What follows belongs to an exercise in optimizing a design on an open flow for small area, a short achievable clock period and few clock cycles per item; a production flow would make more cautious choices.
Only simulation tests tie the RTL to the original design; equivalence was not proved.

## flow/design.v (module list and top-level ports; edited modules follow where they fit)
// module ModMult: 762 lines
// module NTT_ROM: 66 lines
// module NTTN: 211 lines
module NTTN (input             clk, reset,
             input             load_w,
             input             load_data,
             input             start,
             input             start_intt,
             input      [13:0] din,
             output reg        done,
             output reg [13:0] dout);
  // ...
==> flow/run.sh <==
#!/bin/bash
# synth_recipe.tcl (not shown) runs the flow's synth.tcl, then flattens the netlist and writes it again
# the make line also repeats each setting of config.mk as NAME=value (left out here)
make -C /OpenROAD-flow-scripts/flow DESIGN_CONFIG=/design/flow/config.mk WORK_HOME=/design/flow/orfs CLKGATE_MAP_FILE= SYNTH_SCRIPT=/design/flow/synth_recipe.tcl finish
==> flow/config.mk <==
export PLATFORM = sky130hd
export DESIGN_NAME = NTTN
export DESIGN_NICKNAME = NTTN
export VERILOG_FILES = /design/flow/design.v
export SDC_FILE = /design/flow/constraint.sdc
export NUM_CORES = 4
export LEC_CHECK = 0
export CAP_MARGIN = 20
export CORE_MARGIN = 2
export CORE_UTILIZATION = 40
export SLEW_MARGIN = 20
==> flow/constraint.sdc <==
create_clock -name core_clock -period 7.5 [get_ports {clk}]
set_input_delay 1.5000 -clock core_clock [delete_from_list [all_inputs] [get_ports {clk}]]
set_output_delay 1.5000 -clock core_clock [all_outputs]
set_load 0.01 [all_outputs]
==> flow_metrics.py, run 1 <==
metrics = {
    "sta": {
        "timing.final.ws_setup_ns": 2.112,
        "fmax_mhz": 185.6,
        "finClkSkew_ns": 0.05131,
    },
    "worst_setup_path": {
        "cp.arrival_ns": 6.01,
        "ff2ff_path_depth": 13,
        "start_kind": "flip-flop",
        "cp-endpoint": "R1[2]",
        "critPathKind": "reg -> reg",
        "r2r_end": "R1[2]",
    },
    "finish": {
        "inverters": 602,
        "register_area_um2": 30830,
        "drive_above_1_share_pct": 13.80,
        "stdcell_area_um2": 73470,
        "fin_util_pct": 45.03,
        "fin_cells": 7620,
        "layout_common_cells": "dfxtp_1 (712), inv_1 (594), edfxtp_1 (518), fa_1 (373), ha_1 (316)",
        "multi_input_area_share_pct": 43.69,
    },
    "clocking": {
        "hold_buffers": 0,
        "clockBufferDepth": 3,
    },
    "synth": {
        "ys_top_cells_by_area": "edfxtp_1 (24%), dfxtp_1 (22%), fa_1 (11%), mux4_2 (9.6%), ha_1 (6.0%)",
        "synthAdderAreaFrac_pct": 17.35,
        "synth_ff_type": "dfxtp_1",
    },
    "detailed_routing": {
        "wl_met1_um": 73070,
    },
    "run_status": {
        "status": "complete, no violations",
    },
    "hold_path": {
        "worstHoldPathType": "reg -> reg",
    },
    "global_route": {
        "grt_pass1_wl_um": 251900,
        "grt_pass1_vias": 41790,
    },
    "place": {
        "pre_cts_ws_ns": 2.135,
        "gp_congestion": 0.8705,
        "hpwl_um": 113800,
    },
}
Testbench counts, summed over its fixed seeds: cycles 6,272, transforms 64.
==> module NTTN, before the edit <==
module NTTN (input             clk, reset,
             input             load_w,
             input             load_data,
             input             start,
             input             start_intt,
             input      [13:0] din,
             output reg        done,
             output reg [13:0] dout);
localparam NM = 5;    
localparam T0 = 66;   
localparam LS = 2 + NM;        
localparam RUN0 = 34;          
integer i;
reg        lw_r, ld_r, st_r, sti_r;
reg [13:0] din_r;
always @(posedge clk or posedge reset) begin
    if (reset) begin
        lw_r <= 1'b0; ld_r <= 1'b0; st_r <= 1'b0; sti_r <= 1'b0;
    end else begin
        lw_r <= load_w; ld_r <= load_data; st_r <= start; sti_r <= start_intt;
    end
end
always @(posedge clk) din_r <= din;
reg        wact;
reg [6:0]  wcnt;
always @(posedge clk or posedge reset) begin
    if (reset) begin
        wact <= 1'b0; wcnt <= 7'd0;
    end else if (lw_r) begin
        wact <= 1'b1; wcnt <= 7'd0;
    end else if (wact) begin
        wcnt <= wcnt + 7'd1;
        if (wcnt == 7'd65) wact <= 1'b0;
    end
end
reg [13:0] Tr [0:15];
reg [3:0]  tph;
reg [13:0] q;
wire       tload = wact && (wcnt < 7'd16);
wire [3:0] tph_n = (wact && wcnt == 7'd15) ? 4'd0 : tph + 4'd1;
always @(posedge clk) begin
    for (i = 0; i < 15; i = i + 1) Tr[i] <= Tr[i + 1];
    Tr[15] <= tload ? din_r : Tr[0];
    tph <= tph_n;
    if (wact && wcnt == 7'd64) q <= din_r;
end
reg        act;
reg [6:0]  cnt;
reg        dirv, intt;
wire       strt  = st_r || sti_r;
wire       hold  = (cnt == RUN0) && !dirv && !strt;
wire       intt_now = dirv ? intt : sti_r;
wire       intt_n = (act && strt && !dirv) ? sti_r : intt;
wire [6:0] cnt_n = ld_r ? 7'd2 : (act && !hold) ? cnt + 7'd1 : cnt;
wire       act_n = ld_r ? 1'b1 : (act && cnt == T0 + 31) ? 1'b0 : act;
always @(posedge clk or posedge reset) begin
    if (reset) begin
        act <= 1'b0; cnt <= 7'd0; dirv <= 1'b0; intt <= 1'b0;
    end else begin
        act <= act_n;
        cnt <= cnt_n;
        if (ld_r) dirv <= 1'b0;
        else if (act && strt && !dirv) begin
            dirv <= 1'b1; intt <= sti_r;
        end
    end
end
wire       n_v, n_pa, n_sw, n_sa;
wire [3:0] n_ra0, n_ra1, n_tw;
wire [1:0] n_sb;
NTT_ROM rom(.cnt(cnt_n), .v(n_v), .pa(n_pa), .ra0(n_ra0), .ra1(n_ra1), .tw(n_tw),
            .sa(n_sa), .sb(n_sb), .sw(n_sw));
reg        r_v, r_pa, r_sw, r_sa;
reg [3:0]  r_ra0, r_ra1, r_ti;
reg [1:0]  r_sb;
always @(posedge clk) begin
    r_v <= n_v; r_pa <= n_pa; r_sw <= n_sw; r_sa <= n_sa; r_sb <= n_sb;
    r_ra0 <= n_ra0; r_ra1 <= n_ra1; r_ti <= n_tw - tph_n;
end
wire issue = act && r_v && !hold;
reg        dinw;
reg [4:0]  lj;
always @(posedge clk) begin
    dinw <= act_n && (cnt_n >= 7'd2) && (cnt_n <= 7'd17);
    lj   <= cnt_n[4:0] - 5'd2;
end
reg  [13:0] B0 [0:15];
reg  [13:0] B1 [0:15];
wire [13:0] rd0 = B0[r_ra0];
wire [13:0] rd1 = B1[r_ra1];
wire [13:0] W0, W1;             
wire [13:0] va_rf = r_pa ? rd1 : rd0;
wire [13:0] vb_rf = r_pa ? rd0 : rd1;
wire [13:0] va_w  = r_pa ? W1 : W0;
wire [13:0] vb_w  = r_pa ? W0 : W1;
reg  [13:0] X, Y, TW, TW1, S1, D1;
always @(posedge clk) begin
    X  <= r_sa ? va_w : va_rf;
    Y  <= r_sb[1] ? din_r : r_sb[0] ? vb_w : vb_rf;
    TW <= Tr[r_ti];
end
wire [14:0] s_raw = X + Y;
wire [15:0] s_q   = {2'b0, X} + {2'b0, Y} - {2'b0, q};
wire [14:0] d_raw = {1'b0, X} - {1'b0, Y};
wire [14:0] d_q   = {1'b0, X} - {1'b0, Y} + {1'b0, q};
always @(posedge clk) begin
    S1  <= s_q[15] ? s_raw[13:0] : s_q[13:0];
    D1  <= d_raw[14] ? d_q[13:0] : d_raw[13:0];
    TW1 <= TW;
end
wire [13:0] DM;
ModMult mm(.clk(clk), .A(D1), .B(TW1), .q(q), .C(DM));
reg [13:0] SD [1:NM];
always @(posedge clk) begin
    SD[1] <= S1;
    for (i = 2; i <= NM; i = i + 1) SD[i] <= SD[i - 1];
end
reg        tv  [1:LS];
reg        tpa [1:LS];
reg        tsw [1:LS];
reg [3:0]  tr0 [1:LS];
reg [3:0]  tr1 [1:LS];
always @(posedge clk or posedge reset) begin
    if (reset) begin
        for (i = 1; i <= LS; i = i + 1) tv[i] <= 1'b0;
    end else begin
        tv[1] <= issue;
        for (i = 2; i <= LS; i = i + 1) tv[i] <= tv[i - 1];
    end
end
always @(posedge clk) begin
    tpa[1] <= r_pa; tsw[1] <= r_sw & intt_now; tr0[1] <= r_ra0; tr1[1] <= r_ra1;
    for (i = 2; i <= LS; i = i + 1) begin
        tpa[i] <= tpa[i - 1]; tsw[i] <= tsw[i - 1]; tr0[i] <= tr0[i - 1]; tr1[i] <= tr1[i - 1];
    end
end
wire [13:0] val_a = tsw[LS] ? DM : SD[NM];
wire [13:0] val_b = tsw[LS] ? SD[NM] : DM;
assign W0 = tpa[LS] ? val_b : val_a;
assign W1 = tpa[LS] ? val_a : val_b;
wire        ljp = ^lj;
always @(posedge clk) begin
    if (dinw ? !ljp : tv[LS]) B0[dinw ? lj[4:1] : tr0[LS]] <= dinw ? din_r : W0;
    if (dinw ?  ljp : tv[LS]) B1[dinw ? lj[4:1] : tr1[LS]] <= dinw ? din_r : W1;
end
function [13:0] madd;
    input [13:0] a, b, qq;
    reg [14:0] s; reg [15:0] t;
    begin
        s = a + b; t = {2'b0, a} + {2'b0, b} - {2'b0, qq};
        madd = t[15] ? s[13:0] : t[13:0];
    end
endfunction
function [13:0] msub;
    input [13:0] a, b, qq;
    reg [14:0] d, e;
    begin
        d = {1'b0, a} - {1'b0, b}; e = {1'b0, a} - {1'b0, b} + {1'b0, qq};
        msub = d[14] ? e[13:0] : d[13:0];
    end
endfunction
function [13:0] div32;
    input [13:0] x;
    input [7:0]  qh;
    reg [4:0] m;
    reg [12:0] mq;
    begin
        m = -x[4:0];
        mq = m * qh;
        div32 = x[13:5] + (|x[4:0]) + {mq, 1'b0};
    end
endfunction
wire [6:0] oc_n  = cnt_n - (T0 - 4);
wire [6:0] oc2_n = cnt_n - (T0 - 2);
wire       opar_n = ^oc_n[4:2];
reg  [3:0] oa0, oa1;
reg        opar, oldf, onz, orr1, osub;
always @(posedge clk) begin
    oa0    <= {oc_n[4:2], oc_n[0] ^ opar_n};
    oa1    <= {oc_n[4:2], ~(oc_n[0] ^ opar_n)};
    opar   <= opar_n;
    oldf   <= (oc_n[1:0] == 2'd1);
    onz    <= (oc_n[4:2] != 3'd0);
    orr1   <= oc2_n[1];
    osub   <= oc2_n[0] ^ (intt_n && !((oc2_n[4:2] == 3'd0) && !oc2_n[1]));
end
wire [13:0] o0 = B0[oa0];
wire [13:0] o1 = B1[oa1];
reg  [13:0] Ey0, Ey2, F1, F3, Z0, Z2, R1;
wire        osw4 = intt && onz;
wire [13:0] opa  = orr1 ? Z2 : Z0;
wire [13:0] opb  = orr1 ? F3 : F1;
wire [13:0] ysum = madd(Ey0, Ey2, q);
wire [13:0] ydif = msub(Ey0, Ey2, q);
always @(posedge clk) begin
    Ey0 <= opar ? o1 : o0;
    Ey2 <= opar ? o0 : o1;
    if (oldf) begin
        F1 <= opar ? o0 : o1;
        F3 <= opar ? o1 : o0;
        Z0 <= osw4 ? ydif : ysum;
        Z2 <= osw4 ? ysum : ydif;
    end
    R1   <= osub ? msub(opa, opb, q) : madd(opa, opb, q);
    dout <= intt ? div32(R1, q[13:6]) : R1;
end
always @(posedge clk or posedge reset) begin
    if (reset) done <= 1'b0;
    else       done <= act && (cnt == T0 - 2);
end
endmodule
==> inputs of run 2 (changes only) <==
--- a/flow/design.v
+++ b/flow/design.v
@@ -1,5 +1,191 @@
 localparam NM = 5;    
-localparam T0 = 66;   
+localparam T0 = 67;   
+module MADD (input [13:0] a, b, q, output [13:0] y);
+wire ma_0 = a[0] ^ b[0];
+wire ma_1 = a[0] & b[0];
+wire ma_2 = a[1] ^ b[1];
+wire ma_3 = a[1] & b[1];
+wire ma_4 = a[2] ^ b[2];
+wire ma_5 = a[2] & b[2];
+wire ma_6 = a[3] ^ b[3];
+wire ma_7 = a[3] & b[3];
+wire ma_8 = a[4] ^ b[4];
+wire ma_9 = a[4] & b[4];
+wire ma_10 = a[5] ^ b[5];
+wire ma_11 = a[5] & b[5];
+wire ma_12 = a[6] ^ b[6];
+wire ma_13 = a[6] & b[6];
+wire ma_14 = a[7] ^ b[7];
+wire ma_15 = a[7] & b[7];
+wire ma_16 = a[8] ^ b[8];
+wire ma_17 = a[8] & b[8];
+wire ma_18 = a[9] ^ b[9];
+wire ma_19 = a[9] & b[9];
+wire ma_20 = a[10] ^ b[10];
+wire ma_21 = a[10] & b[10];
+wire ma_22 = a[11] ^ b[11];
+wire ma_23 = a[11] & b[11];
+wire ma_24 = a[12] ^ b[12];
+wire ma_25 = a[12] & b[12];
+wire ma_26 = a[13] ^ b[13];
+wire ma_27 = a[13] & b[13];
+wire ma_28 = ~q[0] ^ 1'b1;
+wire ma_29 = ~q[0] & 1'b1;
+wire ma_30 = ~q[1] ^ ma_1 ^ ma_2;
+wire ma_31 = (~q[1] & ma_1) | (~q[1] & ma_2) | (ma_1 & ma_2);
+wire ma_32 = ~q[2] ^ ma_3 ^ ma_4;
+wire ma_33 = (~q[2] & ma_3) | (~q[2] & ma_4) | (ma_3 & ma_4);
+wire ma_34 = ~q[3] ^ ma_5 ^ ma_6;
+wire ma_35 = (~q[3] & ma_5) | (~q[3] & ma_6) | (ma_5 & ma_6);
+wire ma_36 = ~q[4] ^ ma_7 ^ ma_8;
+wire ma_37 = (~q[4] & ma_7) | (~q[4] & ma_8) | (ma_7 & ma_8);
+wire ma_38 = ~q[5] ^ ma_9 ^ ma_10;
+wire ma_39 = (~q[5] & ma_9) | (~q[5] & ma_10) | (ma_9 & ma_10);
+wire ma_40 = ~q[6] ^ ma_11 ^ ma_12;
+wire ma_41 = (~q[6] & ma_11) | (~q[6] & ma_12) | (ma_11 & ma_12);
+wire ma_42 = ~q[7] ^ ma_13 ^ ma_14;
+wire ma_43 = (~q[7] & ma_13) | (~q[7] & ma_14) | (ma_13 & ma_14);
+wire ma_44 = ~q[8] ^ ma_15 ^ ma_16;
+wire ma_45 = (~q[8] & ma_15) | (~q[8] & ma_16) | (ma_15 & ma_16);
+wire ma_46 = ~q[9] ^ ma_17 ^ ma_18;
+wire ma_47 = (~q[9] & ma_17) | (~q[9] & ma_18) | (ma_17 & ma_18);
+wire ma_48 = ~q[10] ^ ma_19 ^ ma_20;
+wire ma_49 = (~q[10] & ma_19) | (~q[10] & ma_20) | (ma_19 & ma_20);
+wire ma_50 = ~q[11] ^ ma_21 ^ ma_22;
+wire ma_51 = (~q[11] & ma_21) | (~q[11] & ma_22) | (ma_21 & ma_22);
+wire ma_52 = ~q[12] ^ ma_23 ^ ma_24;
+wire ma_53 = (~q[12] & ma_23) | (~q[12] & ma_24) | (ma_23 & ma_24);
+wire ma_54 = ~q[13] ^ ma_25 ^ ma_26;
+wire ma_55 = (~q[13] & ma_25) | (~q[13] & ma_26) | (ma_25 & ma_26);
+wire ma_56 = 1'b1 ^ ma_27;
+wire ma_57 = 1'b1 & ma_27;
+wire [14:0] s = a + b;
+wire [15:0] t = {1'b1, ma_55, ma_53, ma_51, ma_49, ma_47, ma_45, ma_43, ma_41, ma_39, ma_37, ma_35, ma_33, ma_31, ma_29, ma_0} + {ma_57, ma_56, ma_54, ma_52, ma_50, ma_48, ma_46, ma_44, ma_42, ma_40, ma_38, ma_36, ma_34, ma_32, ma_30, ma_28};
+assign y = t[15] ? s[13:0] : t[13:0];
+endmodule
+module MSUB (input [13:0] a, b, q, output [13:0] y);
+wire [14:0] d = {1'b0, a} - {1'b0, b};
+wire ms_0 = a[0] ^ ~b[0];
+wire ms_1 = a[0] & ~b[0];
+wire ms_2 = a[1] ^ ~b[1];
+wire ms_3 = a[1] & ~b[1];
+wire ms_4 = a[2] ^ ~b[2];
+wire ms_5 = a[2] & ~b[2];
+wire ms_6 = a[3] ^ ~b[3];
+wire ms_7 = a[3] & ~b[3];
+wire ms_8 = a[4] ^ ~b[4];
+wire ms_9 = a[4] & ~b[4];
+wire ms_10 = a[5] ^ ~b[5];
+wire ms_11 = a[5] & ~b[5];
+wire ms_12 = a[6] ^ ~b[6];
+wire ms_13 = a[6] & ~b[6];
+wire ms_14 = a[7] ^ ~b[7];
+wire ms_15 = a[7] & ~b[7];
+wire ms_16 = a[8] ^ ~b[8];
+wire ms_17 = a[8] & ~b[8];
+wire ms_18 = a[9] ^ ~b[9];
+wire ms_19 = a[9] & ~b[9];
+wire ms_20 = a[10] ^ ~b[10];
+wire ms_21 = a[10] & ~b[10];
+wire ms_22 = a[11] ^ ~b[11];
+wire ms_23 = a[11] & ~b[11];
+wire ms_24 = a[12] ^ ~b[12];
+wire ms_25 = a[12] & ~b[12];
+wire ms_26 = a[13] ^ ~b[13];
+wire ms_27 = a[13] & ~b[13];
+wire ms_28 = q[0] ^ 1'b1;
+wire ms_29 = q[0] & 1'b1;
+wire ms_30 = q[1] ^ ms_1 ^ ms_2;
+wire ms_31 = (q[1] & ms_1) | (q[1] & ms_2) | (ms_1 & ms_2);
+wire ms_32 = q[2] ^ ms_3 ^ ms_4;
+wire ms_33 = (q[2] & ms_3) | (q[2] & ms_4) | (ms_3 & ms_4);
+wire ms_34 = q[3] ^ ms_5 ^ ms_6;
+wire ms_35 = (q[3] & ms_5) | (q[3] & ms_6) | (ms_5 & ms_6);
+wire ms_36 = q[4] ^ ms_7 ^ ms_8;
+wire ms_37 = (q[4] & ms_7) | (q[4] & ms_8) | (ms_7 & ms_8);
+wire ms_38 = q[5] ^ ms_9 ^ ms_10;
+wire ms_39 = (q[5] & ms_9) | (q[5] & ms_10) | (ms_9 & ms_10);
+wire ms_40 = q[6] ^ ms_11 ^ ms_12;
+wire ms_41 = (q[6] & ms_11) | (q[6] & ms_12) | (ms_11 & ms_12);
+wire ms_42 = q[7] ^ ms_13 ^ ms_14;
+wire ms_43 = (q[7] & ms_13) | (q[7] & ms_14) | (ms_13 & ms_14);
+wire ms_44 = q[8] ^ ms_15 ^ ms_16;
+wire ms_45 = (q[8] & ms_15) | (q[8] & ms_16) | (ms_15 & ms_16);
+wire ms_46 = q[9] ^ ms_17 ^ ms_18;
+wire ms_47 = (q[9] & ms_17) | (q[9] & ms_18) | (ms_17 & ms_18);
+wire ms_48 = q[10] ^ ms_19 ^ ms_20;
+wire ms_49 = (q[10] & ms_19) | (q[10] & ms_20) | (ms_19 & ms_20);
+wire ms_50 = q[11] ^ ms_21 ^ ms_22;
+wire ms_51 = (q[11] & ms_21) | (q[11] & ms_22) | (ms_21 & ms_22);
+wire ms_52 = q[12] ^ ms_23 ^ ms_24;
+wire ms_53 = (q[12] & ms_23) | (q[12] & ms_24) | (ms_23 & ms_24);
+wire ms_54 = q[13] ^ ms_25 ^ ms_26;
+wire ms_55 = (q[13] & ms_25) | (q[13] & ms_26) | (ms_25 & ms_26);
+wire ms_56 = 1'b1 ^ ms_27;
+wire ms_57 = 1'b1 & ms_27;
+wire [14:0] e = {ms_55, ms_53, ms_51, ms_49, ms_47, ms_45, ms_43, ms_41, ms_39, ms_37, ms_35, ms_33, ms_31, ms_29, ms_0} + {ms_56, ms_54, ms_52, ms_50, ms_48, ms_46, ms_44, ms_42, ms_40, ms_38, ms_36, ms_34, ms_32, ms_30, ms_28};
+assign y = d[14] ? e[13:0] : d[13:0];
+endmodule
+module DIV32 (input [13:0] x, input [13:0] q, output [13:0] y);
+wire [4:0] m = -x[4:0];
+wire dv_0 = x[9] ^ (m[0] & q[9]);
+wire dv_1 = x[9] & (m[0] & q[9]);
+wire dv_2 = x[10] ^ (m[0] & q[10]) ^ (m[1] & q[9]);
+wire dv_3 = (x[10] & (m[0] & q[10])) | (x[10] & (m[1] & q[9])) | ((m[0] & q[10]) & (m[1] & q[9]));
+wire dv_4 = (m[2] & q[8]) ^ (m[3] & q[7]);
+wire dv_5 = (m[2] & q[8]) & (m[3] & q[7]);
+wire dv_6 = x[11] ^ (m[0] & q[11]) ^ (m[1] & q[10]);
+wire dv_7 = (x[11] & (m[0] & q[11])) | (x[11] & (m[1] & q[10])) | ((m[0] & q[11]) & (m[1] & q[10]));
+wire dv_8 = (m[2] & q[9]) ^ (m[3] & q[8]) ^ (m[4] & q[7]);
+wire dv_9 = ((m[2] & q[9]) & (m[3] & q[8])) | ((m[2] & q[9]) & (m[4] & q[7])) | ((m[3] & q[8]) & (m[4] & q[7]));
+wire dv_10 = x[12] ^ (m[0] & q[12]) ^ (m[1] & q[11]);
+wire dv_11 = (x[12] & (m[0] & q[12])) | (x[12] & (m[1] & q[11])) | ((m[0] & q[12]) & (m[1] & q[11]));
+wire dv_12 = (m[2] & q[10]) ^ (m[3] & q[9]) ^ (m[4] & q[8]);
+wire dv_13 = ((m[2] & q[10]) & (m[3] & q[9])) | ((m[2] & q[10]) & (m[4] & q[8])) | ((m[3] & q[9]) & (m[4] & q[8]));
+wire dv_14 = x[13] ^ (m[0] & q[13]) ^ (m[1] & q[12]);
+wire dv_15 = (x[13] & (m[0] & q[13])) | (x[13] & (m[1] & q[12])) | ((m[0] & q[13]) & (m[1] & q[12]));
+wire dv_16 = (m[2] & q[11]) ^ (m[3] & q[10]) ^ (m[4] & q[9]);
+wire dv_17 = ((m[2] & q[11]) & (m[3] & q[10])) | ((m[2] & q[11]) & (m[4] & q[9])) | ((m[3] & q[10]) & (m[4] & q[9]));
+wire dv_18 = (m[1] & q[13]) ^ (m[2] & q[12]) ^ (m[3] & q[11]);
+wire dv_19 = ((m[1] & q[13]) & (m[2] & q[12])) | ((m[1] & q[13]) & (m[3] & q[11])) | ((m[2] & q[12]) & (m[3] & q[11]));
+wire dv_20 = x[8] ^ (m[0] & q[8]);
+wire dv_21 = x[8] & (m[0] & q[8]);
+wire dv_22 = (m[1] & q[8]) ^ (m[2] & q[7]) ^ (m[3] & q[6]);
+wire dv_23 = ((m[1] & q[8]) & (m[2] & q[7])) | ((m[1] & q[8]) & (m[3] & q[6])) | ((m[2] & q[7]) & (m[3] & q[6]));
+wire dv_24 = (m[4] & q[6]) ^ dv_1 ^ dv_2;
+wire dv_25 = ((m[4] & q[6]) & dv_1) | ((m[4] & q[6]) & dv_2) | (dv_1 & dv_2);
+wire dv_26 = dv_3 ^ dv_5 ^ dv_6;
+wire dv_27 = (dv_3 & dv_5) | (dv_3 & dv_6) | (dv_5 & dv_6);
+wire dv_28 = dv_7 ^ dv_9 ^ dv_10;
+wire dv_29 = (dv_7 & dv_9) | (dv_7 & dv_10) | (dv_9 & dv_10);
+wire dv_30 = dv_11 ^ dv_13 ^ dv_14;
+wire dv_31 = (dv_11 & dv_13) | (dv_11 & dv_14) | (dv_13 & dv_14);
+wire dv_32 = (m[4] & q[10]) ^ dv_15 ^ dv_17;
+wire dv_33 = ((m[4] & q[10]) & dv_15) | ((m[4] & q[10]) & dv_17) | (dv_15 & dv_17);
+wire dv_34 = (m[2] & q[13]) ^ (m[3] & q[12]) ^ (m[4] & q[11]);
+wire dv_35 = ((m[2] & q[13]) & (m[3] & q[12])) | ((m[2] & q[13]) & (m[4] & q[11])) | ((m[3] & q[12]) & (m[4] & q[11]));
+wire dv_36 = x[7] ^ (m[0] & q[7]);
+wire dv_37 = x[7] & (m[0] & q[7]);
+wire dv_38 = (m[1] & q[7]) ^ (m[2] & q[6]) ^ dv_20;
+wire dv_39 = ((m[1] & q[7]) & (m[2] & q[6])) | ((m[1] & q[7]) & dv_20) | ((m[2] & q[6]) & dv_20);
+wire dv_40 = dv_0 ^ dv_21 ^ dv_22;
+wire dv_41 = (dv_0 & dv_21) | (dv_0 & dv_22) | (dv_21 & dv_22);
+wire dv_42 = dv_4 ^ dv_23 ^ dv_24;
+wire dv_43 = (dv_4 & dv_23) | (dv_4 & dv_24) | (dv_23 & dv_24);
+wire dv_44 = dv_8 ^ dv_25 ^ dv_26;
+wire dv_45 = (dv_8 & dv_25) | (dv_8 & dv_26) | (dv_25 & dv_26);
+wire dv_46 = dv_12 ^ dv_27 ^ dv_28;
+wire dv_47 = (dv_12 & dv_27) | (dv_12 & dv_28) | (dv_27 & dv_28);
+wire dv_48 = dv_16 ^ dv_29 ^ dv_30;
+wire dv_49 = (dv_16 & dv_29) | (dv_16 & dv_30) | (dv_29 & dv_30);
+wire dv_50 = dv_18 ^ dv_31 ^ dv_32;
+wire dv_51 = (dv_18 & dv_31) | (dv_18 & dv_32) | (dv_31 & dv_32);
+wire dv_52 = dv_19 ^ dv_33 ^ dv_34;
+wire dv_53 = (dv_19 & dv_33) | (dv_19 & dv_34) | (dv_33 & dv_34);
+wire dv_54 = (m[3] & q[13]) ^ (m[4] & q[12]) ^ dv_35;
+wire dv_55 = ((m[3] & q[13]) & (m[4] & q[12])) | ((m[3] & q[13]) & dv_35) | ((m[4] & q[12]) & dv_35);
+assign y = {1'b0, (m[4] & q[13]), dv_53, dv_51, dv_49, dv_47, dv_45, dv_43, dv_41, dv_39, dv_37, (m[1] & q[6]), x[6], x[5]} + {1'b0, dv_55, dv_54, dv_52, dv_50, dv_48, dv_46, dv_44, dv_42, dv_40, dv_38, dv_36, (m[0] & q[6]), (|x[4:0])};
+endmodule
 module ModMult (input clk,
                 input  [13:0] A, B,
                 input  [13:0] q,
@@ -837,7 +1023,7 @@
              output reg        done,
              output reg [13:0] dout);
 localparam NM = 5;    
-localparam T0 = 66;   
+localparam T0 = 67;   
 localparam LS = 2 + NM;        
 localparam RUN0 = 34;          
 integer i;
@@ -901,11 +1087,11 @@
 NTT_ROM rom(.cnt(cnt_n), .v(n_v), .pa(n_pa), .ra0(n_ra0), .ra1(n_ra1), .tw(n_tw),
             .sa(n_sa), .sb(n_sb), .sw(n_sw));
 reg        r_v, r_pa, r_sw, r_sa;
-reg [3:0]  r_ra0, r_ra1, r_ti;
+reg [3:0]  r_ra0, r_ra1, r_tw;
 reg [1:0]  r_sb;
 always @(posedge clk) begin
     r_v <= n_v; r_pa <= n_pa; r_sw <= n_sw; r_sa <= n_sa; r_sb <= n_sb;
-    r_ra0 <= n_ra0; r_ra1 <= n_ra1; r_ti <= n_tw - tph_n;
+    r_ra0 <= n_ra0; r_ra1 <= n_ra1; r_tw <= n_tw;
 end
 wire issue = act && r_v && !hold;
 reg        dinw;
@@ -927,15 +1113,14 @@
 always @(posedge clk) begin
     X  <= r_sa ? va_w : va_rf;
     Y  <= r_sb[1] ? din_r : r_sb[0] ? vb_w : vb_rf;
-    TW <= Tr[r_ti];
+    TW <= Tr[r_tw - tph];
 end
-wire [14:0] s_raw = X + Y;
-wire [15:0] s_q   = {2'b0, X} + {2'b0, Y} - {2'b0, q};
-wire [14:0] d_raw = {1'b0, X} - {1'b0, Y};
-wire [14:0] d_q   = {1'b0, X} - {1'b0, Y} + {1'b0, q};
+wire [13:0] xy_s, xy_d;
+MADD bma(.a(X), .b(Y), .q(q), .y(xy_s));
+MSUB bms(.a(X), .b(Y), .q(q), .y(xy_d));
 always @(posedge clk) begin
-    S1  <= s_q[15] ? s_raw[13:0] : s_q[13:0];
-    D1  <= d_raw[14] ? d_q[13:0] : d_raw[13:0];
+    S1  <= xy_s;
+    D1  <= xy_d;
     TW1 <= TW;
 end
 wire [13:0] DM;
@@ -973,66 +1158,44 @@
     if (dinw ? !ljp : tv[LS]) B0[dinw ? lj[4:1] : tr0[LS]] <= dinw ? din_r : W0;
     if (dinw ?  ljp : tv[LS]) B1[dinw ? lj[4:1] : tr1[LS]] <= dinw ? din_r : W1;
 end
-function [13:0] madd;
-    input [13:0] a, b, qq;
-    reg [14:0] s; reg [15:0] t;
-    begin
-        s = a + b; t = {2'b0, a} + {2'b0, b} - {2'b0, qq};
-        madd = t[15] ? s[13:0] : t[13:0];
-    end
-endfunction
-function [13:0] msub;
-    input [13:0] a, b, qq;
-    reg [14:0] d, e;
-    begin
-        d = {1'b0, a} - {1'b0, b}; e = {1'b0, a} - {1'b0, b} + {1'b0, qq};
-        msub = d[14] ? e[13:0] : d[13:0];
-    end
-endfunction
-function [13:0] div32;
-    input [13:0] x;
-    input [7:0]  qh;
-    reg [4:0] m;
-    reg [12:0] mq;
-    begin
-        m = -x[4:0];
-        mq = m * qh;
-        div32 = x[13:5] + (|x[4:0]) + {mq, 1'b0};
-    end
-endfunction
-wire [6:0] oc_n  = cnt_n - (T0 - 4);
-wire [6:0] oc2_n = cnt_n - (T0 - 2);
+wire [6:0] oc_n  = cnt_n - (T0 - 5);
+wire [6:0] oc2_n = cnt_n - (T0 - 3);
 wire       opar_n = ^oc_n[4:2];
 reg  [3:0] oa0, oa1;
-reg        opar, oldf, onz, orr1, osub;
+reg        opar, oldf, oswp, osw4, osub;
 always @(posedge clk) begin
     oa0    <= {oc_n[4:2], oc_n[0] ^ opar_n};
     oa1    <= {oc_n[4:2], ~(oc_n[0] ^ opar_n)};
     opar   <= opar_n;
     oldf   <= (oc_n[1:0] == 2'd1);
-    onz    <= (oc_n[4:2] != 3'd0);
-    orr1   <= oc2_n[1];
+    oswp   <= (oc_n[1:0] == 2'd3);
+    osw4   <= intt_n && (oc_n[4:2] != 3'd0);
     osub   <= oc2_n[0] ^ (intt_n && !((oc2_n[4:2] == 3'd0) && !oc2_n[1]));
 end
 wire [13:0] o0 = B0[oa0];
 wire [13:0] o1 = B1[oa1];
-reg  [13:0] Ey0, Ey2, F1, F3, Z0, Z2, R1;
-wire        osw4 = intt && onz;
-wire [13:0] opa  = orr1 ? Z2 : Z0;
-wire [13:0] opb  = orr1 ? F3 : F1;
-wire [13:0] ysum = madd(Ey0, Ey2, q);
-wire [13:0] ydif = msub(Ey0, Ey2, q);
+reg  [13:0] Ey0, Ey2, OPA, OPB, ZH, FH, R1, R2;
+wire [13:0] ysum, ydif, oadd, osb, odiv;
+MADD oma1(.a(Ey0), .b(Ey2), .q(q), .y(ysum));
+MSUB oms1(.a(Ey0), .b(Ey2), .q(q), .y(ydif));
+MADD oma2(.a(OPA), .b(OPB), .q(q), .y(oadd));
+MSUB oms2(.a(OPA), .b(OPB), .q(q), .y(osb));
+DIV32 odv(.x(R1), .q(q), .y(odiv));
 always @(posedge clk) begin
     Ey0 <= opar ? o1 : o0;
     Ey2 <= opar ? o0 : o1;
     if (oldf) begin
-        F1 <= opar ? o0 : o1;
-        F3 <= opar ? o1 : o0;
-        Z0 <= osw4 ? ydif : ysum;
-        Z2 <= osw4 ? ysum : ydif;
+        OPB <= opar ? o0 : o1;
+        FH  <= opar ? o1 : o0;
+        OPA <= osw4 ? ydif : ysum;
+        ZH  <= osw4 ? ysum : ydif;
+    end else if (oswp) begin
+        OPA <= ZH;
+        OPB <= FH;
     end
-    R1   <= osub ? msub(opa, opb, q) : madd(opa, opb, q);
-    dout <= intt ? div32(R1, q[13:6]) : R1;
+    R1   <= osub ? osb : oadd;
+    R2   <= intt ? odiv : R1;
+    dout <= R2;
 end
 always @(posedge clk or posedge reset) begin
     if (reset) done <= 1'b0;
==> run 2 against run 1 <==
- still clean on timing, DRC and antenna
- non-clock buffer count rose by 21
- register-to-register slack better by 0.09 ns
- critical path depth shrank 1
- die area is 1.5% higher
- synthesized cell count up 2.2%
- setup slack improved by 0.091 ns
- critical endpoint is now OPA[6]
- largest cell class unchanged
- highest routed layer is now met5
==> flow_metrics.py, run 2 <==
metrics = {
    "sta": {
        "post-route-period-util_pct": 70.64,
        "finClkSkew_ns": 0.06449,
        "max-slew-margin-rel_pct": 30.24,
        "setup_viol": 0,
        "fmax_mhz": 188.8,
        "drv_slew": 0,
        "final.setup.tns_ns": 0,
        "period_needed_ns": 5.298,
        "worstMarginPinSlew_ns": 1.046,
        "rsz0062_at_grt": "false",
        "hold_viol": 0,
    },
    "clocking": {
        "ctsHtreeMaxLevel": 4,
        "cts_resized": 0,
        "cts_buffers": 135,
        "hold_buffers": 0,
        "cts.clk_slew.worst_paths_ns": 0.06,
        "post_cts_buffers": 0,
        "clk_latency_ns": 0.78,
        "clockBufferDepth": 3,
        "cts.sinks": 1286,
        "cts_tree": "yes",
        "ctsRootBufferMaster": "clkbuf_16",
    },
    "synth": {
        "netlist.area_leader.share_pct": 23.28,
        "synth-edff-count": 518,
        "synth-simple-area-share_pct": 8.618,
        "synth_xor_area_share_pct": 2.829,
        "avgSynthCellArea_um2": 12.36,
        "synth-seq-area-share_pct": 46.51,
        "synth_area_leader_cell": "edfxtp_1",
        "synth_nets": 6148,
        "yosys_warnings": 10,
        "yosys.cell_count.top_type": "dfxtp_1",
        "synth_top_family_by_area": "adder cells",
        "synthAdderAreaFrac_pct": 18.20,
        "synth_cell_type_count": 90,
        "synth_seq_cells": 1286,
        "ys_top_cells_by_area": "edfxtp_1 (23%), dfxtp_1 (22%), fa_1 (12%), mux4_2 (9.4%), ha_1 (5.8%)",
        "syn_area_um2": 66830,
        "synth_mux_area_share_pct": 11.77,
        "synth_ff_type": "dfxtp_1",
        "async_flop_share_pct": 2.333,
        "syn-instance-count": 5405,
        "synth_compound_gate_area_share_pct": 7.407,
        "yosys-top-cells-count": "dfxtp_1 (738), inv_1 (596), edfxtp_1 (518), fa_1 (415), nand2_1 (332)",
    },
    "detailed_routing": {
        "vias_per_cell": 5.327,
        "vias": 41530,
        "drt_pass1_iterations": 8,
        "avgRoutedWirePerCell_um": 21.66,
        "postRouteAntennaNets": 0,
        "post-route-drc-count": 0,
        "routed_wl_um": 168800,
        "drtIter0Drc": 3268,
    },
    "finish": {
        "final_common_cell": "dfxtp_1",
        "diodes": 0,
        "area_delta_synth_final_pct": 12.09,
        "fillers": 14980,
        "stdcell_area_um2": 74900,
        "drive_above_1_share_pct": 13.75,
        "layout.nets": 6222,
        "layout_common_cells": "dfxtp_1 (726), inv_1 (596), edfxtp_1 (518), fa_1 (415), nand2_1 (332)",
    },
    "worst_setup_path": {
        "crit_chain": "inv_1, fa_1, ha_1, o21ai_0, a21boi_0, nand3_1, o211ai_1, nor3b_1, nor4_2, nor2_1, nor3_1, o32a_1",
        "cp.arrival_ns": 5.82,
        "worstPathRequired_ns": 8.02,
        "critPathKind": "reg -> reg",
        "slowest_stage": "nor2_1",
        "worstPathMaxFanout": 20,
        "slowest_delay_ns": 0.79,
        "crit_path_end_kind": "flip-flop",
        "ff2ff_path_depth": 12,
        "start_kind": "flip-flop",
    },
    "die": {
        "die-area_um2": 170400,
        "ios": 35,
        "die_w_um": 412.7,
        "fp-row-count": 150,
        "core_um2": 166500,
        "initial_core_util_pct": 40.14,
        "die_y_um": 412.7,
    },
    "run_status": {
        "status": "complete, no violations",
    },
    "global_route": {
        "grt_pass1_vias": 42960,
        "track_usage_pct": 19.96,
        "grt_pass1_wl_um": 255700,
        "grt_max_degree": 62,
        "overflow": 0,
        "antenna_found_initial": 8,
    },
    "place": {
        "hpwl_um": 117800,
        "port_buffers": 34,
        "gp_congestion": 0.8846,
        "placedInstanceArea_um2": 70070,
    },
    "hold_path": {
        "whs_path_depth": 0,
        "worstHoldPathType": "reg -> reg",
    },
    "run": {
        "drv_cap": 0,
    },
}
[run 2: cell families (layout without fill, tap and decap cells)]
logic type	after synthesis	after routing
muxes	425	425
AOI/OAI and AO/OA	749	749
buffers and inverters	814	1000
adders and majority gates	723	723
xor gates and xnor gates	215	215
DFF	1286	1286
and+or+nand+nor	1193	1193
[run 2: final cells by class]
class | count | area, um2 | area share [%]
multi-input cells | 3305 | 32770 | 43.75
flip-flops and latches | 1286 | 31110 | 41.54
clock buffers | 186 | 4013 | 5.357
well taps | 2204 | 2758 | 3.682
inverters | 608 | 2295 | 3.064
repair buffers | 143 | 1162 | 1.552
clock inverters | 63 | 797.0 | 1.064
[run 2: final timing paths]
path	start	to	slack (ns)
max	q[6]	OPA[6]	2.20
min reg2reg	tr1[6][1]	tr1[7][1]	0.32
min in group asynchronous	reset	wcnt[4]	1.11
max reg2reg	q[6]	OPA[6]	2.20
max in group asynchronous	reset	intt	6.07
min	tr1[6][1]	tr1[7][1]	0.32
[run 2: critical path, delay by kind of cell, from the launching register on]
kind	cells	cell delay (ns)
AOI/OAI and AO/OA	4	1.06
adders and majority gates	2	0.95
buffers and inverters	1	0.61
DFF	1	0.78
and+or+nand+nor	5	1.64
[run 2: per-stage QoR]
step / setup WS [ns] / hold slack (ns) / std cells / util (%)
3_5_place_dp: 2.216 / 0.3121 / 7545 / 42.09
5_1_grt: 1.708 / 0.3271 / 7795 / 44.99
6_report: 2.202 / 0.3234 / 7795 / 44.99
2_1_floorplan: 3.255 / 0.3096 / 5405 / -
3_3_place_gp: 2.323 / 0.3103 / 7544 / 42.07
4_1_cts: 2.219 / 0.3230 / 7794 / 44.98
[run 2: metal layers]
layer	global-route usage (%)	routed length, um
met4	7.249	5803
met3	4.347	12430
met2	32.05	78640
met1	26.58	71900
met5	0	41
Testbench counts of run 2, summed over its fixed seeds: cycles 6,336, transforms 64.
==> inputs of run 3 (changes only) <==
--- a/flow/config.mk
+++ b/flow/config.mk
@@ -8,4 +8,5 @@
 export CAP_MARGIN = 20
 export CORE_MARGIN = 2
 export CORE_UTILIZATION = 40
+export SETUP_SLACK_MARGIN = 3.4
 export SLEW_MARGIN = 20
==> run 3 against run 2 <==
- routed wire length grew 0.98%
- area after synthesis is the same
- core utilization grew 0.53 points
- sequential share of layout area shrank 0.47 points
- flip-flop and latch count is the same
- global-route usage grew 0.18 points
- fmax grew 30%
- final cell count grew 0.97%
- first-iteration DRC count shrank 2.1%
==> flow_metrics.py, run 3 <==
metrics = {
    "detailed_routing": {
        "vias": 42120,
        "vias_per_cell": 5.352,
        "drt_pass1_iterations": 5,
        "post-route-drc-count": 0,
        "avgRoutedWirePerCell_um": 21.66,
        "postRouteAntennaNets": 0,
        "routed_wl_um": 170500,
        "drtIter0Drc": 3199,
    },
    "run": {
        "drv_cap": 0,
    },
    "worst_setup_path": {
        "worstPathMaxFanout": 6,
        "cp-endpoint": "R2[11]",
        "cp_common_cell": "ha_4",
        "crit_start": "R1[1]",
        "critPathBufInv": 2,
        "r2r_end": "R2[11]",
        "crit_path_end_kind": "flip-flop",
        "slowest_stage": "fa_1",
        "cp.depth": 16,
        "worstPathRequired_ns": 8.13,
        "cp.arrival_ns": 4.71,
        "slowest_delay_ns": 0.58,
        "start_kind": "flip-flop",
        "critPathKind": "reg -> reg",
        "crit_chain": "inv_1, ha_4, nor3b_4, ha_4, nand2_2, fa_2, inv_2, fa_1, fa_1, ha_4, and2_4, a22o_1, o21bai_4, o31ai_4, xnor2_1, mux2_4",
        "cp_top_family": "adder cells",
        "timing.rr.start": "R1[1]",
        "rrSetupSlack_ns": 3.41,
        "ff2ff_path_depth": 16,
    },
    "synth": {
        "synth_area_leader_cell": "edfxtp_1",
        "yosys_warnings": 10,
        "synth_ff_type": "dfxtp_1",
        "yosys.cell_count.top_type": "dfxtp_1",
        "synth_seq_cells": 1286,
        "netlist.area_leader.share_pct": 23.28,
        "yosys-top-cells-count": "dfxtp_1 (738), inv_1 (596), edfxtp_1 (518), fa_1 (415), nand2_1 (332)",
        "syn-instance-count": 5405,
        "synth-seq-area-share_pct": 46.51,
        "synth-edff-count": 518,
        "ys_top_cells_by_area": "edfxtp_1 (23%), dfxtp_1 (22%), fa_1 (12%), mux4_2 (9.4%), ha_1 (5.8%)",
        "synth_cell_type_count": 90,
        "synth_nets": 6148,
        "syn_area_um2": 66830,
        "avgSynthCellArea_um2": 12.36,
        "async_flop_share_pct": 2.333,
    },
    "finish": {
        "layout_common_cells": "dfxtp_1 (722), inv_1 (581), edfxtp_1 (518), fa_1 (413), nand2_1 (331)",
        "fillers": 14920,
        "area_delta_synth_final_pct": 13.40,
        "drive_above_1_share_pct": 16.20,
        "layout.nets": 6298,
        "fin_cells": 7871,
        "final_common_cell": "dfxtp_1",
    },
    "sta": {
        "period_needed_ns": 4.087,
        "final.setup.tns_ns": 0,
        "drv_slew": 0,
        "worstMarginPinSlew_ns": 1.025,
        "max-slew-margin-rel_pct": 31.68,
        "fmax_mhz": 244.7,
        "hold_viol": 0,
        "finClkSkew_ns": 0.03738,
        "timing.final.ws_setup_ns": 3.413,
        "post-route-period-util_pct": 54.49,
        "setup_viol": 0,
        "rsz0062_at_grt": "true",
    },
    "clocking": {
        "cts.sinks": 1286,
        "ctsRootBufferMaster": "clkbuf_16",
        "cts_buffers": 133,
        "ctsHtreeMaxLevel": 4,
        "cts.clk_slew.worst_paths_ns": 0.06,
        "clk_latency_ns": 0.78,
        "clockBufferDepth": 3,
        "cts_tree": "yes",
    },
    "place": {
        "dpl.cell_count": 7549,
        "pre_cts_ws_ns": 2.260,
        "hpwl_um": 117300,
        "port_buffers": 34,
        "gp_congestion": 0.8808,
    },
    "global_route": {
        "busiest_layer": "met2",
        "grt_max_degree": 58,
        "grt_pass1_wl_um": 259300,
        "antenna_found_initial": 8,
        "track_usage_pct": 20.14,
        "met2_usage_pct": 32.66,
        "grt_use_met1_pct": 27.72,
        "overflow": 0,
        "grtUsageMet3_pct": 3.212,
        "grt_pass1_vias": 43230,
    },
    "die": {
        "ios": 35,
        "fp-row-count": 150,
        "die_w_um": 412.7,
        "initial_core_util_pct": 40.14,
        "die_y_um": 412.7,
        "die-area_um2": 170400,
        "core_um2": 166500,
    },
    "run_status": {
        "status": "complete, no violations",
    },
    "hold_path": {
        "worstHoldPathType": "reg -> reg",
    },
}
-- run 3: worst min path at each step --
stage | to | cells past startpoint | slack, ns | start
2_1_floorplan | SD[1][0] | 0 | 0.31 | S1[0]
3_3_place_gp | TW1[2] | 0 | 0.31 | TW[2]
3_5_place_dp | SD[4][2] | 0 | 0.31 | SD[3][2]
4_1_cts | SD[2][12] | 0 | 0.32 | SD[1][12]
5_1_grt | SD[3][0] | 0 | 0.33 | SD[2][0]
6_report | SD[2][12] | 0 | 0.32 | SD[1][12]
-- run 3: repair_timing --
| action | CTS | global route |
|---|---|---|
| gates resized for setup | 56 | 70 |
| setup buffers | 33 | 40 |
| hold buffers | 0 | 0 |
| gates cloned | 1 | 1 |
| setup endpoints to repair | 104 | 115 |
| pin swaps | 16 | 22 |
-- run 3: layer usage --
layer / vias to the layer above / wire (um)
met5: - / 7
met4: 2 / 5183
met3: 271 / 10980
met2: 1313 / 80400
met1: 21370 / 73890
li1: 19170 / -
-- run 3: cell families (layout without fill, tap and decap cells) --
family          after synthesis  after routing  synth area share [%]
buf+inv                     814           1073                 4.668
compound gates              749            749                 7.407
simple gates               1193           1195                 8.618
other cells                   0              1                     0
mux                         425            425                 11.77
xor+xnor                    215            215                 2.829
fa+ha+maj                   723            723                 18.20
flops                      1286           1286                 46.51
-- run 3: final cells by class --
| class | instances | area, um2 | area share [%] |
|---|---|---|---|
| tap | 2204 | 2758 | 3.639 |
| clock buffer | 185 | 3681 | 4.858 |
| multi-input combinational | 3307 | 33360 | 44.02 |
| inverter | 608 | 2352 | 3.104 |
| clock inverter | 61 | 719.4 | 0.9494 |
| antenna | 1 | 2.502 | 0.003302 |
| sequential | 1286 | 31120 | 41.07 |
| timing repair buffer | 219 | 1784 | 2.355 |
-- run 3: stage by stage --
| step | area (um2) | hold WS [ns] | utilization, % |
|---|---|---|---|
| 2_1_floorplan | 66850 | 0.3096 | - |
| 3_3_place_gp | 70100 | 0.3100 | 42.11 |
| 3_5_place_dp | 70130 | 0.3121 | 42.13 |
| 4_1_cts | 75090 | 0.3207 | 45.11 |
| 5_1_grt | 75780 | 0.3289 | 45.52 |
| 6_report | 75780 | 0.3213 | 45.52 |
==> inputs of run 4 (changes only) <==
--- a/flow/config.mk
+++ b/flow/config.mk
@@ -8,5 +8,5 @@
 export CAP_MARGIN = 20
 export CORE_MARGIN = 2
 export CORE_UTILIZATION = 40
-export SETUP_SLACK_MARGIN = 3.4
+export SETUP_SLACK_MARGIN = 2.7
 export SLEW_MARGIN = 20
==> run 4 against run 3 <==
- routed wire length down 0.80%
- register-to-register slack worse by 0.43 ns
- synthesized cell count unchanged
- clock skew up 0.028 ns
- die area unchanged
- core utilization down 0.45 points
- hold slack better by 0.0032 ns
- highest routed layer unchanged
- final area down 1.0%
- non-clock buffer count down 64
- area after synthesis unchanged
==> flow_metrics.py, run 4 <==
metrics = {
    "global_route": {
        "grt_max_degree": 62,
        "overflow": 0,
        "antenna_found_initial": 9,
        "grt_pass1_wl_um": 255900,
        "track_usage_pct": 19.99,
        "grt_pass1_vias": 42980,
    },
    "worst_setup_path": {
        "r2r_end": "R2[11]",
        "cp_common_cell": "fa_1",
        "timing.rr.start": "R1[2]",
        "rrSetupSlack_ns": 2.98,
        "slowest_delay_ns": 0.68,
        "critPathKind": "reg -> reg",
        "slowest_stage": "xnor2_1",
        "crit_chain": "nor3_1, xnor2_1, nand2_1, fa_1, inv_1, fa_1, fa_1, ha_1, and2_1, a22o_1, o21bai_1, o31ai_2, xnor2_1, mux2_2",
        "crit_path_end_kind": "flip-flop",
        "cp.arrival_ns": 5.17,
        "start_kind": "flip-flop",
        "worstPathRequired_ns": 8.15,
        "worstPathMaxFanout": 8,
        "ff2ff_path_depth": 14,
    },
    "place": {
        "gp_congestion": 0.8846,
        "hpwl_um": 117800,
        "placedInstanceArea_um2": 70070,
        "port_buffers": 34,
        "dpl.cell_count": 7545,
    },
    "detailed_routing": {
        "avgRoutedWirePerCell_um": 21.66,
        "postRouteAntennaNets": 0,
        "vias_per_cell": 5.324,
        "drt_pass1_iterations": 5,
        "routed_wl_um": 169100,
        "post-route-drc-count": 0,
        "drtIter0Drc": 3227,
        "vias": 41570,
    },
    "hold_path": {
        "min_to": "dout[6]",
        "whs_path_depth": 0,
        "hp-start": "R2[6]",
        "worstHoldPathType": "reg -> reg",
    },
    "synth": {
        "synth_ff_type": "dfxtp_1",
        "synth_area_leader_cell": "edfxtp_1",
        "synth_cell_type_count": 90,
        "yosys_warnings": 10,
        "yosys-top-cells-count": "dfxtp_1 (738), inv_1 (596), edfxtp_1 (518), fa_1 (415), nand2_1 (332)",
        "synth-edff-count": 518,
        "netlist.area_leader.share_pct": 23.28,
        "synth_seq_cells": 1286,
        "ys_top_cells_by_area": "edfxtp_1 (23%), dfxtp_1 (22%), fa_1 (12%), mux4_2 (9.4%), ha_1 (5.8%)",
        "synth_nets": 6148,
        "synth-seq-area-share_pct": 46.51,
        "yosys.cell_count.top_type": "dfxtp_1",
        "avgSynthCellArea_um2": 12.36,
        "syn-instance-count": 5405,
        "syn_area_um2": 66830,
        "async_flop_share_pct": 2.333,
    },
    "finish": {
        "drive_above_1_share_pct": 14.10,
        "fin_util_pct": 45.07,
        "area_delta_synth_final_pct": 12.27,
        "final_common_cell": "dfxtp_1",
        "layout.nets": 6234,
        "fin_cells": 7808,
        "layout_common_cells": "dfxtp_1 (725), inv_1 (594), edfxtp_1 (518), fa_1 (415), nand2_1 (332)",
        "stdcell_area_um2": 75020,
    },
    "sta": {
        "post-route-period-util_pct": 60.29,
        "drv_slew": 0,
        "max-slew-margin-rel_pct": 30.13,
        "fmax_mhz": 221.2,
        "final.setup.tns_ns": 0,
        "hold_viol": 0,
        "finClkSkew_ns": 0.06492,
        "worstMarginPinSlew_ns": 1.043,
        "rsz0062_at_grt": "true",
        "setup_viol": 0,
        "period_needed_ns": 4.522,
    },
    "die": {
        "ios": 35,
        "die-area_um2": 170400,
        "die_y_um": 412.7,
        "fp-row-count": 150,
        "initial_core_util_pct": 40.14,
        "core_um2": 166500,
        "die_w_um": 412.7,
    },
    "clocking": {
        "cts_buffers": 135,
        "cts_tree": "yes",
        "cts.sinks": 1286,
        "clockBufferDepth": 3,
        "ctsRootBufferMaster": "clkbuf_16",
        "ctsHtreeMaxLevel": 4,
        "clk_latency_ns": 0.78,
        "cts.clk_slew.worst_paths_ns": 0.06,
    },
    "run_status": {
        "status": "complete, no violations",
    },
    "run": {
        "drv_cap": 0,
    },
}
## run 4: cell counts after synthesis
Identical to the previous run, type by type.
## run 4: routing by layer
metal	up-vias	wire length [um]	GRT usage (%)
met1	21050	72330	26.65
met3	290	11750	4.289
li1	19020	-	-
met5	-	41	0
met4	6	5938	7.262
met2	1207	79040	32.10
## run 4: what timing repair did
| action | in CTS | in global routing |
|---|---|---|
| setup buffers | 3 | 9 |
| gates resized for setup | 5 | 4 |
| endpoints found under the setup margin | 26 | 37 |
| hold buffers | 0 | 0 |
| pin swaps | 0 | 0 |
## run 4: how the worst max path moves through the flow
| stage | from | endpoint | slack (ns) |
|---|---|---|---|
| finish | R1[2] | R2[11] | 2.98 |
| global route | q[5] | OPA[11] | 2.69 |
| CTS | q[7] | OPA[11] | 2.69 |
| detailed placement | q[6] | OPA[5] | 2.22 |
| global placement | q[6] | OPA[5] | 2.32 |
| floorplan | R1[0] | R2[11] | 3.25 |
## run 4: logic make-up (layout without fill, tap and decap cells)
family                     after synthesis  after routing  synth area share (%)
AOI/OAI and AO/OA                      749            749                 7.407
other                                    0              1                     0
xor gates and xnor gates               215            215                 2.829
and+or+nand+nor                       1193           1193                 8.618
DFF                                   1286           1286                 46.51
adders and majority gates              723            723                 18.20
buffers and inverters                  814           1012                 4.668
muxes                                  425            425                 11.77
## run 4: layout make-up
type	instances	area [um2]
Sequential cell	1286	31110
Timing Repair Buffer	155	1252
Antenna cell	1	2.502
Tap cell	2204	2758
Fill cell	14970	91450
Inverter	608	2303
Clock buffer	186	4013
Multi-Input combinational cell	3305	32780
Clock inverter	63	797.0
## run 4: stage by stage
| step | setup slack, ns | hold slack, ns |
|---|---|---|
| floorplan | 3.255 | 0.3096 |
| global placement | 2.323 | 0.3103 |
| detailed placement | 2.216 | 0.3121 |
| CTS | 2.690 | 0.3230 |
| global route | 2.687 | 0.3271 |
| finish | 2.978 | 0.3245 |
## run 4: critical path, delay by kind of cell (launching register included)
family	cells	cell delay [ns]
buffers and inverters	1	0.08
multiplexers	1	0.26
flip-flops	1	0.46
XOR/XNOR	2	0.77
AND/OR/NAND/NOR	3	0.49
AO/OA/AOI/OAI	3	0.68
adder cells (fa/ha/maj)	4	1.64

[static timing again, ports no longer ideal]
Ports are ideal in the flow. The routed layouts listed here were re-timed in OpenROAD. Step 1 assumes that a clkbuf_16 drives the clock port and a buf_2 every other input. Step 2, shift: input delay + t, output delay - t, t = (earliest + latest rising clock arrival at the registers) / 2. This alone moves slack from input paths to output paths. Slacks: no drivers / after step 1 / after step 2; pairs: no drivers / after step 1.
run | shift t [ns] | slack for setup (ns) | clock arrival spread, ns
run 1 | 0.822 | 2.112 / 2.112 / 2.112 | 0.052 / 0.052
run 2 | 0.829 | 2.202 / 2.202 / 2.202 | 0.081 / 0.081
run 3 | 0.845 | 3.413 / 3.413 / 3.413 | 0.050 / 0.050
run 4 | 0.830 | 2.978 / 2.978 / 2.978 | 0.080 / 0.080
After both steps setup and hold are still met in every run listed.
